This is an optimization exercise on Yosys and OpenROAD, whose aim is a short achievable clock period, not a production implementation.
The RTL was checked by simulation tests, not by an equivalence proof against the original design.
The clock port is modelled as an ideal driver; clocking choices that lean on that would not hold on a real chip.
Power figures rest on the tool's default switching activity, not on a simulated workload.

// OS_Systolic
module OS_Systolic #(parameter 	in_word_size 	= 16,
								out_word_size 	= 16,
								row 			= 5	,
								column			= 5	)
(
	input 						clk,
	input 						rst,
	input [in_word_size*column -1:0] 	fmap_in		,	 
	input [in_word_size*row -1:0] 	kernel_in 		,
	input [out_word_size*row-1:0] 	Result_in 		,
	input 						Op_sel						,
	output [in_word_size*column -1:0] 	fmap_out   	,
	output [in_word_size*row -1:0] 	kernel_out 	,
	output [out_word_size*row-1:0] 	Result_out
);
	wire [in_word_size*row - 1:0] kernel_connection [0:column];
	wire [out_word_size*row - 1:0] Rs_connection [0:column];	 
	wire [out_word_size*row - 1:0] Rc_connection [0:column];
	wire [out_word_size*row - 1:0] Rb_connection [0:column];	 
	assign kernel_connection[0] = kernel_in;
	assign Rs_connection[0] = Result_in;
	assign Rc_connection[0] = {out_word_size*row{1'b0}};
	assign kernel_out = kernel_connection[column ];
	assign Result_out = Rb_connection[column ];
genvar i;
generate
	for(i = 0; i < column; i = i + 1) begin : Systolic_column
		OS_PE_row #(in_word_size,out_word_size,row,(i == column-1),i) PE0_row
		(
			.clk(clk),
			.rst(rst),
			.fmap_in(fmap_in[i*in_word_size +: in_word_size]),
			.kernel_in(kernel_connection[i]),
			.kernel_next((i > 0) ? kernel_connection[i-1] : kernel_connection[0]),
			.kernel_next2((i > 1) ? kernel_connection[i-2] : kernel_connection[0]),
			.kernel_next3((i > 2) ? kernel_connection[i-3] : kernel_connection[0]),
			.Result_in_s(Rs_connection[i]),
			.Result_in_c(Rc_connection[i]),
			.Op_sel(Op_sel),
			.fmap_out(fmap_out[i*in_word_size +: in_word_size]),
			.kernel_out(kernel_connection[i+1]),
			.Result_out_s(Rs_connection[i+1]),
			.Result_out_c(Rc_connection[i+1]),
			.Result_out(Rb_connection[i+1])
		);
	end
endgenerate
endmodule
==> module OS_PE_last, before the edit <==
module OS_PE_last #(parameter in_word_size 	= 16,
							out_word_size 	= 16,
							early 			= 0	)	 
(
	input     								clk		,
	input     								rst			,
	input   wire	[in_word_size-1:0]   	fmap_in		,
	input   wire	[in_word_size-1:0]   	fmap_next	,	 
	input	wire	[in_word_size-1:0]   	kernel_in	,	 
	input	wire	[in_word_size-1:0]   	kernel_next	,	 
	input	wire	[in_word_size-1:0]   	kernel_next2,	 
	input	wire	[in_word_size-1:0]   	kernel_next3,	 
	input	wire   	[out_word_size-1:0] 	Result_in_s	,
	input	wire   	[out_word_size-1:0] 	Result_in_c	,
	input 	wire 			  				Op_sel		,
	output	reg    [in_word_size-1:0]   	fmap_out	,
	output  reg    [in_word_size-1:0]   	kernel_out	,
	output 	reg    [out_word_size-1:0]  	Result_out
);
	localparam W = 16;
	function [2*W-1:0] csa;
		input [W-1:0] a, b, c;
		begin
			csa[W-1:0]   = a ^ b ^ c;
			csa[2*W-1:W] = ((a & b) | (a & c) | (b & c)) << 1;
		end
	endfunction
	wire [W-1:0] x   = early ? fmap_next    : fmap_in;
	wire [W-1:0] m   = early ? kernel_next  : kernel_in;
	wire [W-1:0] kn  = early ? kernel_next2 : kernel_next;
	wire [W-1:0] kn2 = early ? kernel_next3 : kernel_next2;
	reg [W-1:0] n3, n5, n7, n9, n15;
	reg [W-1:0] k3, k5, k7, k9, k11, k13, k15;
	wire [W-1:0] mult [0:15];
	assign mult[0]  = {W{1'b0}};
	assign mult[1]  = m;
	assign mult[2]  = {m[W-2:0], 1'b0};
	assign mult[3]  = k3;
	assign mult[4]  = {m[W-3:0], 2'b0};
	assign mult[5]  = k5;
	assign mult[6]  = {k3[W-2:0], 1'b0};
	assign mult[7]  = k7;
	assign mult[8]  = {m[W-4:0], 3'b0};
	assign mult[9]  = k9;
	assign mult[10] = {k5[W-2:0], 1'b0};
	assign mult[11] = k11;
	assign mult[12] = {k3[W-3:0], 2'b0};
	assign mult[13] = k13;
	assign mult[14] = {k7[W-2:0], 1'b0};
	assign mult[15] = k15;
	wire [W-1:0] r0 = mult[x[3:0]];
	wire [W-1:0] r1 = mult[x[7:4]]   << 4;
	wire [W-1:0] r2 = mult[x[11:8]]  << 8;
	wire [W-1:0] r3 = mult[x[15:12]] << 12;
	wire [W-1:0] a0s, a0c, b0s, b0c;
	assign {a0c, a0s} = csa(r0, r1, r2);
	wire [W-1:0] q4 = (r0 ^ r1) ^ (r2 ^ r3);
	wire [W-1:0] co4 = ((r0 ^ r1) & r2) | (~(r0 ^ r1) & r0);
	wire [W-1:0] ci4 = {co4[W-2:0], 1'b0};
	assign b0s = q4 ^ ci4;
	assign b0c = {((q4[W-2:0] & ci4[W-2:0]) | (~q4[W-2:0] & r3[W-2:0])), 1'b0};
	reg  [W-1:0] Ms, Mc;	 
	reg  [W-1:0] Acc;		 
	wire [W-1:0] Psum;		 
	wire [W-1:0] Rin  = Result_in_s + Result_in_c;
	generate
		if (early) begin : E
			reg [W-1:0] M3, Mp;
			always @ (posedge clk or negedge rst)
				if (!rst) begin
					M3 <= 0;
					Mp <= 0;
				end else begin
					M3 <= r3;
					Mp <= Ms + Mc + M3;
				end
			assign Psum = Acc + Mp;
		end else begin : N
			assign Psum = Acc + Ms + Mc;
		end
	endgenerate
always @ (posedge clk or negedge rst) begin
	if (!rst) begin
			fmap_out 	<= 0;
			kernel_out 	<= 0;
			n3 <= 0; n5 <= 0; n7 <= 0; n9 <= 0; n15 <= 0;
			k3 <= 0; k5 <= 0; k7 <= 0; k9 <= 0; k11 <= 0; k13 <= 0; k15 <= 0;
			Ms 			<= 0;
			Mc 			<= 0;
			Acc 		<= 0;
			Result_out 	<= 0;
		end
	else begin
			fmap_out 	<= fmap_in;
			kernel_out 	<= kernel_in;
			n3  <= kn2 + {kn2[W-2:0], 1'b0};
			n5  <= kn2 + {kn2[W-3:0], 2'b0};
			n7  <= {kn2[W-4:0], 3'b0} - kn2;
			n9  <= kn2 + {kn2[W-4:0], 3'b0};
			n15 <= {kn2[W-5:0], 4'b0} - kn2;
			k3  <= n3;
			k5  <= n5;
			k7  <= n7;
			k9  <= n9;
			k11 <= {kn[W-4:0], 3'b0} + n3;
			k13 <= {kn[W-4:0], 3'b0} + n5;
			k15 <= n15;
			Ms 			<= early ? a0s : b0s;
			Mc 			<= early ? a0c : b0c;
			Acc 		<= Psum;
			Result_out  <= (Op_sel) ? Rin : Psum;
	end
end
endmodule
clock: 7.0 ns
lec_check: 0
cap_margin: 20
core_margin: 2
core_utilization: 55
setup_slack_margin: 4.3
slew_margin: 20
standard.sh (not shown) runs the stock make flow with config.mk's settings and CLKGATE_MAP_FILE= SYNTH_SCRIPT=/design/flow/synth_recipe.tcl, a recipe that flattens the netlist after the stock synthesis.
==> flow/flow/run.sh <==
#!/bin/bash
set -euo pipefail
bash standard.sh MATCH_CELL_FOOTPRINT=0 PRE_CTS_TCL="$PWD/flow/pre_cts.tcl" finish > standard_flow.log 2>&1
==> flow/flow/pre_cts.tcl <==
# Put each flip-flop that drives an output port's buffer right beside that
# buffer, then legalize.
proc my_pull_output_flops {} {
  set block [ord::get_db_block]
  set n 0
  foreach port [get_ports -quiet [all_outputs]] {
    set net [get_nets -quiet [get_full_name $port]]
    if {$net eq ""} continue
    foreach drv [get_pins -quiet -of_objects $net -filter "direction == output"] {
      set buf [get_cells -of_objects $drv]
      set in [get_pins -of_objects $buf -filter "direction == input"]
      set inet [get_nets -of_objects $in]
      foreach d2 [get_pins -quiet -of_objects $inet -filter "direction == output"] {
        set ff [get_cells -of_objects $d2]
        if {![string match "sky130_fd_sc_hd__dfrtp_*" [get_property $ff ref_name]]} continue
        set dbuf [sta::sta_to_db_inst $buf]
        set dff [sta::sta_to_db_inst $ff]
        set loc [$dbuf getLocation]
        $dff setLocation [lindex $loc 0] [lindex $loc 1]
        $dff setPlacementStatus PLACED
        incr n
      }
    }
  }
  puts "my_pull_output_flops: moved $n flip-flops"
  detailed_placement
}
my_pull_output_flops
==> next run, changes <==
--- a/flow/design.v
+++ b/flow/design.v
@@ -163,15 +163,11 @@
 	wire [W-1:0] r1 = mult[x[7:4]]   << 4;
 	wire [W-1:0] r2 = mult[x[11:8]]  << 8;
 	wire [W-1:0] r3 = mult[x[15:12]] << 12;
 	wire [W-1:0] a0s, a0c, b0s, b0c;
 	assign {a0c, a0s} = csa(r0, r1, r2);
-	wire [W-1:0] q4 = (r0 ^ r1) ^ (r2 ^ r3);
-	wire [W-1:0] co4 = ((r0 ^ r1) & r2) | (~(r0 ^ r1) & r0);
-	wire [W-1:0] ci4 = {co4[W-2:0], 1'b0};
-	assign b0s = q4 ^ ci4;
-	assign b0c = {((q4[W-2:0] & ci4[W-2:0]) | (~q4[W-2:0] & r3[W-2:0])), 1'b0};
+	assign {b0c, b0s} = csa(a0s, a0c, r3);
 	reg  [W-1:0] Ms, Mc;	 
 	reg  [W-1:0] Acc;		 
 	wire [W-1:0] Psum;		 
 	wire [W-1:0] Rin  = Result_in_s + Result_in_c;
 	generate
Result:
- sequential power stays flat
- core utilization rises by 0.18 points
- routed wire length is lower by 3.6%
- total power came out lower by 2.0%
- setup slack improves by 0.035 ns

separate check: timing with driven ports:
How much do the figures lean on ideal ports? The routed layouts below were timed once more, with nothing changed but the port constraints.
Step 1 sets driving cells, clkbuf_16 on the clock port and buf_2 on the other inputs (assumed; they add their load-dependent delay and slew).
Step 2 adds t to the input delays and takes it off the output delays; t is the mean of the earliest and latest rising clock arrival at the registers after step 1. Input paths then give back, and output paths get back, about the clock's delay inside the block.
a / b / c = no drivers / after step 1 / after step 2; a / b = the first two.
| run | shift t [ns] | slack for setup (ns) | worst setup path at the end | pins driven straight from the clock port |
|---|---|---|---|---|
| the first run | 1.123 | 3.997 / 3.907 / 3.072 | input to register | 1 |
| the second run | 1.143 | 4.032 / 3.909 / 2.849 | input to register | 1 |
After both steps every run listed still meets setup and hold. For the second run, which loses most, drivers alone change the setup slack by -0.123 ns; drivers and shift together by -1.183 ns.
